From an optimization exercise on the open Yosys and OpenROAD flow, aimed at small area and a short achievable clock period; shortcuts taken in it are not production practice. Only simulation tests tie the RTL to the original design; equivalence was not proved. Power figures rest on the tool's default switching activity, not on a simulated workload.

===== design/flow/design.v =====
module Decoder_Unit (
    input [1 : 0] DEC_ALU_FUNC,
    output reg DEC_Arith_Enable, DEC_Logic_Enable, DEC_CMP_Enable, DEC_Shift_Enable
);
always @(*) begin
    DEC_Arith_Enable = 1'b0;
    DEC_Logic_Enable = 1'b0;
    DEC_CMP_Enable   = 1'b0;
    DEC_Shift_Enable = 1'b0;
    case (DEC_ALU_FUNC)
        2'b00: DEC_Arith_Enable = 1'b1;
        2'b01: DEC_Logic_Enable = 1'b1;
        2'b10: DEC_CMP_Enable   = 1'b1;
        2'b11: DEC_Shift_Enable = 1'b1;
        default: begin
            DEC_Arith_Enable = 1'b0;
            DEC_Logic_Enable = 1'b0;
            DEC_CMP_Enable   = 1'b0;
            DEC_Shift_Enable = 1'b0; 
    end
    endcase
end
endmodule
module Arithmetic_Unit (
    input clk,rst,
    input [15 : 0] A,
    input [15 : 0] B,
    input [1 : 0] Arith_ALU_FUNC,
    input Arith_Enable,
    input [16 : 0] Sum,           
    output reg [31 : 0] Arith_OUT,
    output reg Carry_OUT, Arith_Flag
);
wire [31 : 0] Prod = A * B;
wire [15 : 0] Quot;
Div_Unit DIV (.A(A), .B(B), .Q(Quot));
reg [31 : 0] Result;
always @(*) begin
    case (Arith_ALU_FUNC)
        2'b00: Result = {15'b0, Sum};
        2'b01: Result = {{16{~Sum[16]}}, Sum[15 : 0]};
        2'b10: Result = Prod;
        default: Result = {16'b0, Quot};
    endcase
end
always @(posedge clk or negedge rst) begin
    if (!rst) begin
        Arith_OUT  <= 32'b0;
        Carry_OUT  <= 1'b0;
        Arith_Flag <= 1'b0;
    end
    else begin
        Arith_Flag <= Arith_Enable;
        if (Arith_Enable) begin
            Arith_OUT <= Result;
            if (Arith_ALU_FUNC == 2'b00)
                Carry_OUT <= Sum[16];
        end
    end
end
endmodule
module Div_Unit (
    input  [15 : 0] A,
    input  [15 : 0] B,
    output [15 : 0] Q
);
wire bnz = |B;
wire [15 : 0] R [0 : 16];
assign R[16] = 16'd0;
genvar k;
generate
    for (k = 15; k >= 0; k = k - 1) begin : step
        localparam W = 16 - k;
        wire [W - 1 : 0] T;
        if (W == 1) begin : t1
            assign T = A[k];
        end
        else begin : tn
            assign T = {R[k + 1][W - 2 : 0], A[k]};
        end
        wire fits;
        if (W == 16) begin : f16
            assign fits = bnz;
        end
        else begin : fn
            assign fits = bnz & ~|B[15 : W];
        end
        wire [W : 0] D = {1'b0, T} - {1'b0, B[W - 1 : 0]};
        assign Q[k] = fits & ~D[W];
        assign R[k] = Q[k] ? D[W - 1 : 0] : T;
    end
endgenerate
endmodule
module Logic_Unit (
    input clk,rst,
    input [15 : 0] A,
    input [15 : 0] B,
    input [1 : 0] Logic_ALU_FUNC,
    input Logic_Enable,
    output [31 : 0] Logic_OUT,
    output reg Logic_Flag
);
reg [15 : 0] Low;
reg High;
assign Logic_OUT = {{16{High}}, Low};
always @(posedge clk or negedge rst) begin
    if (!rst) begin
        Low        <= 16'b0;
        High       <= 1'b0;
        Logic_Flag <= 1'b0;
    end
    else begin
        Logic_Flag <= Logic_Enable;
        if (Logic_Enable) begin
            High <= Logic_ALU_FUNC[1];
            case (Logic_ALU_FUNC)
                2'b00: Low <=   A & B;
                2'b01: Low <=   A | B;
                2'b10: Low <= ~(A & B);
                default: Low <= ~(A | B);
            endcase
        end
    end
end
endmodule
module CMP_Unit (
    input clk,rst,
    input [16 : 0] Sum,
    input [1 : 0] CMP_ALU_FUNC,
    input CMP_Enable,
    output [31 : 0] CMP_OUT,
    output reg CMP_Flag
);
reg [1 : 0] CMP_Val;
wire eq = ~|Sum[15 : 0];
wire lt = ~Sum[16];
wire gt = Sum[16] & ~eq;
assign CMP_OUT = {30'b0, CMP_Val};
always @(posedge clk or negedge rst) begin
    if (!rst) begin
        CMP_Val  <= 2'b0;
        CMP_Flag <= 1'b0;
    end
    else begin
        CMP_Flag <= CMP_Enable;
        if (CMP_Enable) begin
            case (CMP_ALU_FUNC)
                2'b00: CMP_Val <= 2'b00;
                2'b01: CMP_Val <= {1'b0, eq};
                2'b10: CMP_Val <= {gt, 1'b0};
                default: CMP_Val <= {lt, lt};
            endcase
        end
    end
end
endmodule
module Shift_Unit (
    input clk,rst,
    input [15 : 0] A,
    input [15 : 0] B,
    input [1 : 0] Shift_ALU_FUNC,
    input Shift_Enable,
    output [31 : 0] Shift_OUT,
    output reg Shift_Flag
);
reg [16 : 0] Val;
assign Shift_OUT = {15'b0, Val};
wire [15 : 0] X = Shift_ALU_FUNC[1] ? B : A;
always @(posedge clk or negedge rst) begin
    if (!rst) begin
        Val        <= 17'b0;
        Shift_Flag <= 1'b0;
    end
    else begin
        Shift_Flag <= Shift_Enable;
        if (Shift_Enable) begin
            if (Shift_ALU_FUNC[0])
                Val <= {X, 1'b0};
            else
                Val <= {2'b0, X[15 : 1]};
        end
    end
end
endmodule
module alu_top (
    input   CLK,rst,
    input   [3 : 0] ALU_FUNC,
    input   [15 : 0] A,
    input   [15 : 0] B,
    output  [31 : 0] Arith_OUT, Logic_OUT, CMP_OUT,Shift_OUT,
    output  Carry_OUT, Arith_Flag, Logic_Flag, CMP_Flag, Shift_Flag
);
wire Arith_EN, Logic_EN, CMP_EN, Shift_EN;
Decoder_Unit U0 (
    .DEC_ALU_FUNC(ALU_FUNC[3 : 2]),
    .DEC_Arith_Enable(Arith_EN),
    .DEC_Logic_Enable(Logic_EN),
    .DEC_CMP_Enable  (CMP_EN),
    .DEC_Shift_Enable(Shift_EN)
);
wire Sub = |ALU_FUNC;
wire [17 : 0] Sum_x = {1'b0, A, 1'b1} + {1'b0, B ^ {16{Sub}}, Sub};
wire [16 : 0] Sum = Sum_x[17 : 1];
Arithmetic_Unit U1 (
    .clk(CLK), .rst(rst), .A(A), .B(B),
    .Arith_ALU_FUNC(ALU_FUNC[1 : 0]), .Arith_Enable(Arith_EN), .Sum(Sum),
    .Arith_OUT(Arith_OUT), .Carry_OUT(Carry_OUT), .Arith_Flag(Arith_Flag)
);
Logic_Unit U2 (
    .clk(CLK), .rst(rst), .A(A), .B(B),
    .Logic_ALU_FUNC(ALU_FUNC[1 : 0]), .Logic_Enable(Logic_EN),
    .Logic_OUT(Logic_OUT), .Logic_Flag(Logic_Flag)
);
CMP_Unit U3 (
    .clk(CLK), .rst(rst), .Sum(Sum),
    .CMP_ALU_FUNC(ALU_FUNC[1 : 0]), .CMP_Enable(CMP_EN),
    .CMP_OUT(CMP_OUT), .CMP_Flag(CMP_Flag)
);
Shift_Unit U4 (
    .clk(CLK), .rst(rst), .A(A), .B(B),
    .Shift_ALU_FUNC(ALU_FUNC[1 : 0]), .Shift_Enable(Shift_EN),
    .Shift_OUT(Shift_OUT), .Shift_Flag(Shift_Flag)
);
endmodule

===== design/flow/constraint.sdc =====
create_clock -name core_clock -period 130.0 [get_ports {CLK}]
set_input_delay 26.0000 -clock core_clock [delete_from_list [all_inputs] [get_ports {CLK}]]
set_output_delay 26.0000 -clock core_clock [all_outputs]
set_load 0.01 [all_outputs]

===== design/flow/config.mk =====
export PLATFORM = sky130hd
export DESIGN_NAME = alu_top
export DESIGN_NICKNAME = alu_top
export VERILOG_FILES = /design/flow/design.v
export SDC_FILE = /design/flow/constraint.sdc
export NUM_CORES = 4
export LEC_CHECK = 0
export CAP_MARGIN = 20
export CORE_MARGIN = 2
export CORE_UTILIZATION = 40
export SLEW_MARGIN = 20

===== design/flow/run.sh =====
#!/bin/bash
# synth_recipe.tcl (not shown) runs the flow's synth.tcl, then flattens the netlist and writes it again
# the make line also repeats each setting of config.mk as NAME=value (left out here)
make -C /OpenROAD-flow-scripts/flow DESIGN_CONFIG=/design/flow/config.mk WORK_HOME=/design/flow/orfs CLKGATE_MAP_FILE= SYNTH_SCRIPT=/design/flow/synth_recipe.tcl finish

==> results of run 1 <==
## stage by stage
step	setup WS, ns	hold WS, ns	std cells	cell area [um2]
finish	73.63	0.478	3345	22900
global route	71.18	0.506	3345	22900
CTS	74.00	0.484	3345	22900
detailed placement	73.66	0.470	3329	22600
global placement	74.27	0.465	3329	22600
floorplan	77.71	0.516	2635	21000
## critical path: cells and delay by family
| family | cells | cell delay (ns) |
|---|---|---|
| buf+inv | 11 | 2.10 |
| fa+ha+maj | 15 | 4.46 |
| mux | 4 | 1.56 |
| simple gates | 30 | 7.21 |
| compound gates | 62 | 15.17 |
## synthesized netlist by cell type, drive strengths merged, types with 16 or more instances
| master | number | area share |
|---|---|---|
| a21o | 33 | 0.012 |
| a21oi | 156 | 0.038 |
| a31oi | 28 | 0.0091 |
| buf | 83 | 0.028 |
| clkbuf | 81 | 0.015 |
| dfrtp | 73 | 0.088 |
| fa | 208 | 0.20 |
| ha | 272 | 0.16 |
| inv | 313 | 0.056 |
| mux2 | 34 | 0.018 |
| mux2i | 16 | 0.0083 |
| nand2 | 305 | 0.055 |
| nand2b | 23 | 0.0069 |
| nand3 | 34 | 0.0082 |
| nor2 | 230 | 0.042 |
| nor2b | 34 | 0.010 |
| nor3 | 48 | 0.013 |
| o211ai | 23 | 0.0085 |
| o21a | 53 | 0.019 |
| o21ai | 155 | 0.038 |
| or3 | 25 | 0.0075 |
| xnor2 | 93 | 0.039 |
| xor2 | 31 | 0.013 |
## state kept, by name (all words and copies together) (netlist names)
register	cells
U3.CMP_Flag	1
U2.Logic_Flag	1
U3.CMP_Val	2
U1.Arith_OUT	32
U2.High	1
U2.Low	16
U4.Shift_Flag	1
U1.Carry_OUT	1
U1.Arith_Flag	1
U4.Val	17
## final timing paths
check / startpoint / to / depth (start not counted)
min in group asynchronous: rst / U1.Arith_OUT[17] / 1
max: B[7] / U1.Arith_OUT[0] / 122
max reg2reg: U1.Arith_OUT[31] / U1.Arith_OUT[31] / 4
min: U1.Arith_OUT[9] / U1.Arith_OUT[9] / 2
max in group asynchronous: rst / U2.Low[4] / 1
min reg2reg: U1.Arith_OUT[9] / U1.Arith_OUT[9] / 2
## report_power, final
part	total [W]	internal [W]	switching (W)
clock	0.0000271	0.0000151	0.0000121
combinational	0.000362	0.000151	0.000211
sequential	0.0000329	0.0000288	0.00000411
## final cells by class
class | instances | area (um2) | share of cell area
clock inverters | 7 | 78.8 | 0.00344
multi-input cells | 2077 | 17100 | 0.746
well taps | 680 | 851 | 0.0371
flip-flops and latches | 73 | 1830 | 0.0797
repair buffers | 178 | 1630 | 0.0712
clock buffers | 9 | 225 | 0.00982
inverters | 321 | 1200 | 0.0526
## cell families (layout without fill, tap and decap cells)
family	count (synthesis)	in the layout	share of synthesized area
simple gates	774	774	0.169
compound gates	590	590	0.186
buf+inv	485	515	0.101
fa+ha+maj	480	480	0.363
xor+xnor	124	124	0.0521
flops	73	73	0.0876
mux	64	64	0.0418
other cells	1	45	0.000180
## per-layer routing
layer,track usage,vias to the layer above
met5,0,-
met3,0.0447,189
li1,-,8818
met1,0.368,9408
met4,0.112,6
met2,0.464,857
## cells in the final DEF (no fill, tap or decap), types with 14 or more instances in the layout
cell type / count
inv_1: 307
nand2_1: 304
ha_1: 272
nor2_1: 228
fa_1: 208
a21oi_1: 155
o21ai_0: 147
clkdlybuf4s50_1: 120
xnor2_1: 93
dfrtp_1: 73
buf_4: 54
o21a_1: 53
conb_1: 45
nor3_1: 43
nand3_1: 34
mux2_2: 34
nor2b_1: 33
a21o_1: 33
xor2_1: 31
a31oi_1: 27
or3_1: 25
nand2b_1: 23
o211ai_1: 22
mux2i_1: 15
mux4_2: 14
==> results.tsv, run 1 <==
stage	metric	value	unit
clock_tree	CTS Buffer Depth	2	
clock_tree	Clock Pin Slew Worst Setup and Hold Paths	0.07	ns
die	Initial Utilization	0.405	
worst_setup_path	Data arrival, critical path	56.59	ns
die	Ports	171	
yosys	synth unique cells	97	
hold_path	Hold Crit Class	flip-flop to flip-flop	
outcome	status	no timing/DRC/antenna violations	
power	power density over the cells	18.4	nW/um2
final_layout	Final nets	3178	
sta	worst rel slew slack	0.289	
yosys	Post-synth EDFFs	0	
yosys	warning count from the yosys run	6	
clock_tree	CTS-repair resized insts	0	
worst_setup_path	critical path's slowest cell	o41ai_1	
clock_tree	H-tree levels	3	
yosys	Async SR Flop Fraction	1.00	
clock_tree	# hold bufs at CTS	0	
clock_tree	Sink Count	73	
clock_tree	CTS Buf Count	9	
yosys	Yosys reg bits	73	
worst_setup_path	crit path max fanout	26	
routing	vias per std cell	5.76	
die	Row Count	83	
final_layout	Area Growth Syn to Fin	10.0	%
routing	DRT iter0 DRCs	1616	
job	MaxCap Viol Count	0	
power	Pwr Total	0.000422	W
worst_setup_path	most used cell along the critical path	ha_1	
yosys	ys flop type	dfrtp_1	
placement	routability cong.	0.964	
final_layout	Diodes inserted	0	
routing	drt first pass iters	6	
power	VDD IR-drop max	0.0224	mV
sta	fin crit period	56.37	ns
yosys	Mapped Area	20800	um2
sta	Peak Freq	17.7	MHz
routing	via count	19300	
die	die height	232	um
clock_tree	clk latency of the worst-skew pair	0.38	ns
sta	Final Skew	0	ns
worst_setup_path	Crit Path Class	input port to flip-flop	
global_route	vias in the first global route	19200	
placement	IO Port Bufs	125	
power	leak pwr	10.8	nW
routing	Routed WL	75.8	mm
global_route	Global Route Usage Sum	0.282	
clock_tree	CTS tree	yes	
die	core area	51400	um2
clock_tree	setup repair bufs after CTS	0	
clock_tree	root buf cell	clkbuf_16	
sta	Hold Vio Cnt, Final	0	
worst_setup_path	slowest cell delay on critical path	0.69	ns
routing	Remaining DRCs	0	
global_route	global-route wire length before repair	115	mm
global_route	largest net degree at the start of global routing	74	
routing	Antenna Nets Post-Route	0	
routing	highest metal used	met5	
routing	wire per inst	22.7	um
yosys	Syn Area/Cell	8.04	um2
worst_setup_path	Setup crit end kind	flip-flop	
final_layout	final core occ	0.446	
sta	Final Cycle Share	0.434	
final_layout	share of layout cells above drive strength 1	0.0702	
sta	# setup viols final	0	
routing	met2 wire len	34.9	mm
placement	Detail Placement HPWL	57.5	mm
routing	wl on met1	31.4	mm
global_route	antenna violations before repair	4	
sta	Pins Over Slew Limit	0	
worst_setup_path	Critical Path RT	130.22	ns
sta	Worst-Margin Slew	1.06	ns
global_route	GRT overflow	0	
die	die width	232	um
worst_setup_path	CP Launch Type	input port	
die	die footprint	53900	um2
final_layout	Fillers	5200	
routing	met3 WL	6.25	mm
yosys	sequential share of the synthesized area	0.0876	
sta	Setup TNS	0	ns
worst_setup_path	flop-to-flop setup slack	128.91	ns
sta	RSZ-0062 raised after global routing	false	
yosys	Syn Inst Count	2591	
==> inputs of run 2 (changes only) <==
--- a/design/flow/config.mk
+++ b/design/flow/config.mk
@@ -5,6 +5,7 @@
 export SDC_FILE = /design/flow/constraint.sdc
 export NUM_CORES = 4
 export LEC_CHECK = 0
+export ABC_AREA = 1
 export CAP_MARGIN = 20
 export CORE_MARGIN = 2
 export CORE_UTILIZATION = 40
==> run 2 against run 1 <==
  * Combinational power decreased by 14%
  * Critical path depth grew 69
  * Global-route usage is 2.2 points lower
  * Synthesized cell count is 7.5% higher
  * Still clean on timing, DRC and antenna
  * Critical endpoint unchanged
  * Sequential power is essentially flat
  * Routed wire length shrank 12%
  * Sequential share of layout area rose by 0.24 points
  * First-iteration DRC count shrank 31%
  * Hold slack improved by 0.022 ns
  * Area after synthesis down 2.7%
  * Worst setup slack improved by 0.62 ns
  * Die area fell by 2.6%
==> results.tsv, run 2 <==
stage	metric	value	unit	change
yosys	ys flop type	dfrtp_1		unchanged
sta	Final Cycle Share	0.429		was 0.434
worst_setup_path	crit path max fanout	24		was 26
global_route	met2 GRT Util	0.460		was 0.464
die	die footprint	52500	um2	was 53900 um2
worst_setup_path	Crit Path Class	input port to flip-flop		unchanged
global_route	GRT overflow	0		unchanged
worst_setup_path	worst path bufs/invs	18		was 11
worst_setup_path	most used cell along the critical path	nand2_1		was ha_1
routing	Routed WL	67.0	mm	was 75.8 mm
sta	Final Skew	0	ns	unchanged
power	Clk pwr share	0.078		was 0.064
worst_setup_path	critical path's slowest cell	clkdlybuf4s50_1		was o41ai_1
placement	Detail Placement HPWL	52.9	mm	was 57.5 mm
routing	drt first pass iters	6		unchanged
yosys	Async SR Flop Fraction	1.00		unchanged
outcome	status	no timing/DRC/antenna violations		unchanged
global_route	antenna violations before repair	6		was 4
clock_tree	CTS Buffer Depth	2		unchanged
yosys	Yosys top cell area share	0.205		was 0.200
worst_setup_path	crit path from	A[15]		was B[7]
sta	Peak Freq	17.9	MHz	was 17.7 MHz
yosys	most frequent cells after synthesis	nand2_1, inv_1, ha_1, fa_1, a21oi_1		was inv_1, nand2_1, ha_1, nor2_1, fa_1
power	Gate power share	0.835		was 0.858
global_route	Global Route Usage Sum	0.260		was 0.282
final_layout	top flop regs	U1.Arith_OUT (32), U4.Val (17), U2.Low (16)		unchanged
final_layout	Fillers	5168		was 5200
final_layout	Area Growth Syn to Fin	9.68	%	was 10.0%
final_layout	most frequent cells in the layout	nand2_1, inv_1, ha_1		was inv_1, nand2_1, ha_1
worst_setup_path	CP Launch Type	input port		unchanged
worst_setup_path	Setup crit end kind	flip-flop		unchanged
yosys	synth unique cells	65		was 97
global_route	vias in the first global route	18700		was 19200
final_layout	commonest non-fill, non-tap cell in the layout	nand2_1		was inv_1
die	die height	229	um	was 232 um
clock_tree	Clock Pin Slew Worst Setup and Hold Paths	0.06	ns	was 0.07 ns
power	Reg power frac	0.087		was 0.078
final_layout	max reg flops	32		unchanged
yosys	Syn Inst Count	2785		was 2591
sta	worst rel slew slack	0.290		was 0.289
yosys	Post-synth EDFFs	0		unchanged
power	Pint	0.000167	W	was 0.000195 W
sta	Worst-Margin Slew	1.06	ns	about the same
worst_setup_path	slowest cell delay on critical path	1.01	ns	was 0.69 ns
routing	vias per std cell	5.14		was 5.76
global_route	GR Util met3	0.0335		was 0.0447
die	core area	50100	um2	was 51400 um2
worst_setup_path	Data arrival, critical path	56.05	ns	was 56.59 ns
yosys	Yosys reg bits	73		unchanged
power	sw frac	0.556		was 0.539
yosys	Syn Area/Cell	7.29	um2	was 8.04 um2
global_route	routing usage on met1	0.308		was 0.368
final_layout	Biggest register	U1.Arith_OUT		unchanged
final_layout	final core occ	0.444		was 0.446
die	Initial Utilization	0.405		about the same
worst_setup_path	R2R Path Start	U2.High		was U1.Arith_OUT[31]
global_route	largest net degree at the start of global routing	70		was 74
sta	Pins Over Slew Limit	0		unchanged
hold_path	Hold Crit Class	flip-flop to flip-flop		unchanged
yosys	warning count from the yosys run	6		unchanged
routing	Remaining DRCs	0		unchanged
die	die width	229	um	was 232 um
die	Ports	171		unchanged
power	power density over the cells	16.8	nW/um2	was 18.4 nW/um2
sta	fin crit period	55.75	ns	was 56.37 ns
clock_tree	clk latency of the worst-skew pair	0.37	ns	was 0.38 ns
clock_tree	# hold bufs at CTS	0		unchanged
routing	wire per inst	19.0	um	was 22.7 um
final_layout	share of layout cells above drive strength 1	0.0719		was 0.0702
final_layout	Final nets	3364		was 3178
clock_tree	CTS tree	yes		unchanged
clock_tree	root buf cell	clkbuf_16		unchanged
sta	Hold Vio Cnt, Final	0		unchanged
worst_setup_path	CP top delay family	simple AND/OR/NAND/NOR gates		was compound AO/OA/AOI/OAI gates
yosys	Area contributors post-synth	fa_1, ha_1, nand2_1, inv_1, dfrtp_1		was fa_1, ha_1, dfrtp_1, inv_1, nand2_1
yosys	most frequent cell after synthesis	nand2_1		was inv_1
final_layout	cell area after layout	22300	um2	was 22900 um2
yosys	sequential share of the synthesized area	0.0900		was 0.0876
clock_tree	CTS-repair resized insts	0		unchanged
placement	IO Port Bufs	125		unchanged
clock_tree	setup repair bufs after CTS	0		unchanged
power	VDD IR-drop max	0.0229	mV	was 0.0224 mV
clock_tree	H-tree levels	3		unchanged
power	Pwr Total	0.000375	W	was 0.000422 W
power	Switch Pwr	0.000208	W	was 0.000227 W
yosys	Mapped Area	20300	um2	was 20800 um2
worst_setup_path	Critical Path RT	130.30	ns	was 130.22 ns
clock_tree	Sink Count	73		unchanged
placement	Placed Area	21900	um2	was 22600 um2
sta	# setup viols final	0		unchanged
power	leak pwr	12.2	nW	was 10.8 nW
yosys	Yosys top cell by area	fa_1		unchanged
sta	Setup TNS	0	ns	unchanged
global_route	global-route wire length before repair	105	mm	was 115 mm
routing	DRT iter0 DRCs	1121		was 1616
routing	Antenna Nets Post-Route	0		unchanged
sta	RSZ-0062 raised after global routing	false		unchanged
die	Row Count	82		was 83
routing	via count	18100		was 19300
job	MaxCap Viol Count	0		unchanged
global_route	GR peak layer	met2		unchanged
hold_path	HP Start	U4.Val[3]		was U1.Arith_OUT[9]
placement	routability cong.	0.946		was 0.964
clock_tree	CTS Buf Count	9		unchanged
## run 2: cell types whose count changed after synthesis, moves of 29 or more
cell,before,now
o21ai_2,3,32
o21ai_0,147,98
xnor2_1,93,30
nand2_2,1,30
xor2_1,31,70
mux2_2,34,0
inv_1,309,528
nand3_1,34,80
o21a_1,53,5
nor2b_1,34,0
nor2_1,228,111
nor3_1,43,9
nand2_1,304,654
## run 2: stage by stage
step                      instances  setup slack [ns]  hold WS (ns)
final                          3526             74.25         0.499
after global routing           3523             70.60         0.527
after detailed placement       3507             74.11         0.476
after floorplan                2829             80.94         0.516
after global placement         3507             75.05         0.484
after CTS                      3523             74.38         0.501
## run 2: power groups by stage
stage          Sequential (W)  Combinational (W)  Clock (W)
5_1_grt             0.0000335           0.000360  0.0000306
3_5_place_dp        0.0000331           0.000313          0
4_1_cts             0.0000329           0.000316  0.0000299
3_3_place_gp        0.0000332           0.000309          0
2_1_floorplan       0.0000344           0.000215          0
6_report            0.0000327           0.000313  0.0000292
## run 2: final timing paths
kind                              endpoint  slack, ns  depth (start not counted)
setup / recovery           U1.Arith_OUT[0]      74.25                        191
hold / removal                   U4.Val[3]       0.50                          2
setup reg to reg                   U2.High     129.11                          2
hold reg to reg                  U4.Val[3]       0.50                          2
max in group asynchronous       U2.Low[10]     103.66                          2
min in group asynchronous  U1.Arith_OUT[3]      25.41                          1
## run 2: cell type report
cell class	count	area, um2	area share
tap	672	841	0.0378
clock buffer	9	225	0.0101
clock inverter	7	103	0.00461
timing repair buffer	163	1530	0.0687
sequential	73	1830	0.0821
multi-input combinational	2054	15700	0.704
inverter	545	2050	0.0920
antenna	3	7.51	0.000337
## run 2: routing by layer
metal	share of wire	wire length [um]	up-vias
li1	-	-	8760
met2	0.50	33500	456
met3	0.042	2790	163
met1	0.40	26900	8747
met4	0.055	3700	6
met5	0.00069	46	-
## run 2: logic make-up after synthesis
logic type | after synthesis | share of synthesized area
fa+ha+maj | 480 | 0.373
other cells | 1 | 0.000185
flops | 73 | 0.0900
mux | 1 | 0.00111
buf+inv | 702 | 0.146
simple gates | 983 | 0.213
compound gates | 445 | 0.134
xor+xnor | 100 | 0.0432
## run 2: tightest hold or removal path: stages, from the launching register on
cell and delay, ns:
dfrtp_1 0.35, nand2_1 0.05, o221ai_1 0.06

## re-timing with driven ports
No port has a modelled driver above. Below, the same layouts with a new extraction and two added sets of constraints.
Step 1: set_driving_cell puts a clkbuf_16 on CLK and a buf_2 on each other input, an assumption about the parent block.
Step 2 adds t to the input delays and takes it off the output delays; t is the mean of the earliest and latest rising clock arrival at the registers after step 1. Input paths then give back, and output paths get back, about the clock's delay inside the block.
Slacks: ideal ports / drivers / drivers and shift; pairs: ideal ports / drivers.
run	t (ns)	slack for setup (ns)	worst hold slack (ns)	worst setup path after step 2	latest minus earliest clock arrival (ns)
run 1	0.431	73.635 / 73.672 / 73.241	0.478 / 0.478 / 0.478	input to register	0.014 / 0.014
run 2	0.435	74.252 / 74.201 / 73.765	0.499 / 0.499 / 0.499	input to register	0.013 / 0.013
After both steps setup and hold are still met in every run listed. The setup slack of run 2, which loses most, moves by -0.051 ns with the drivers and by -0.487 ns with both steps.
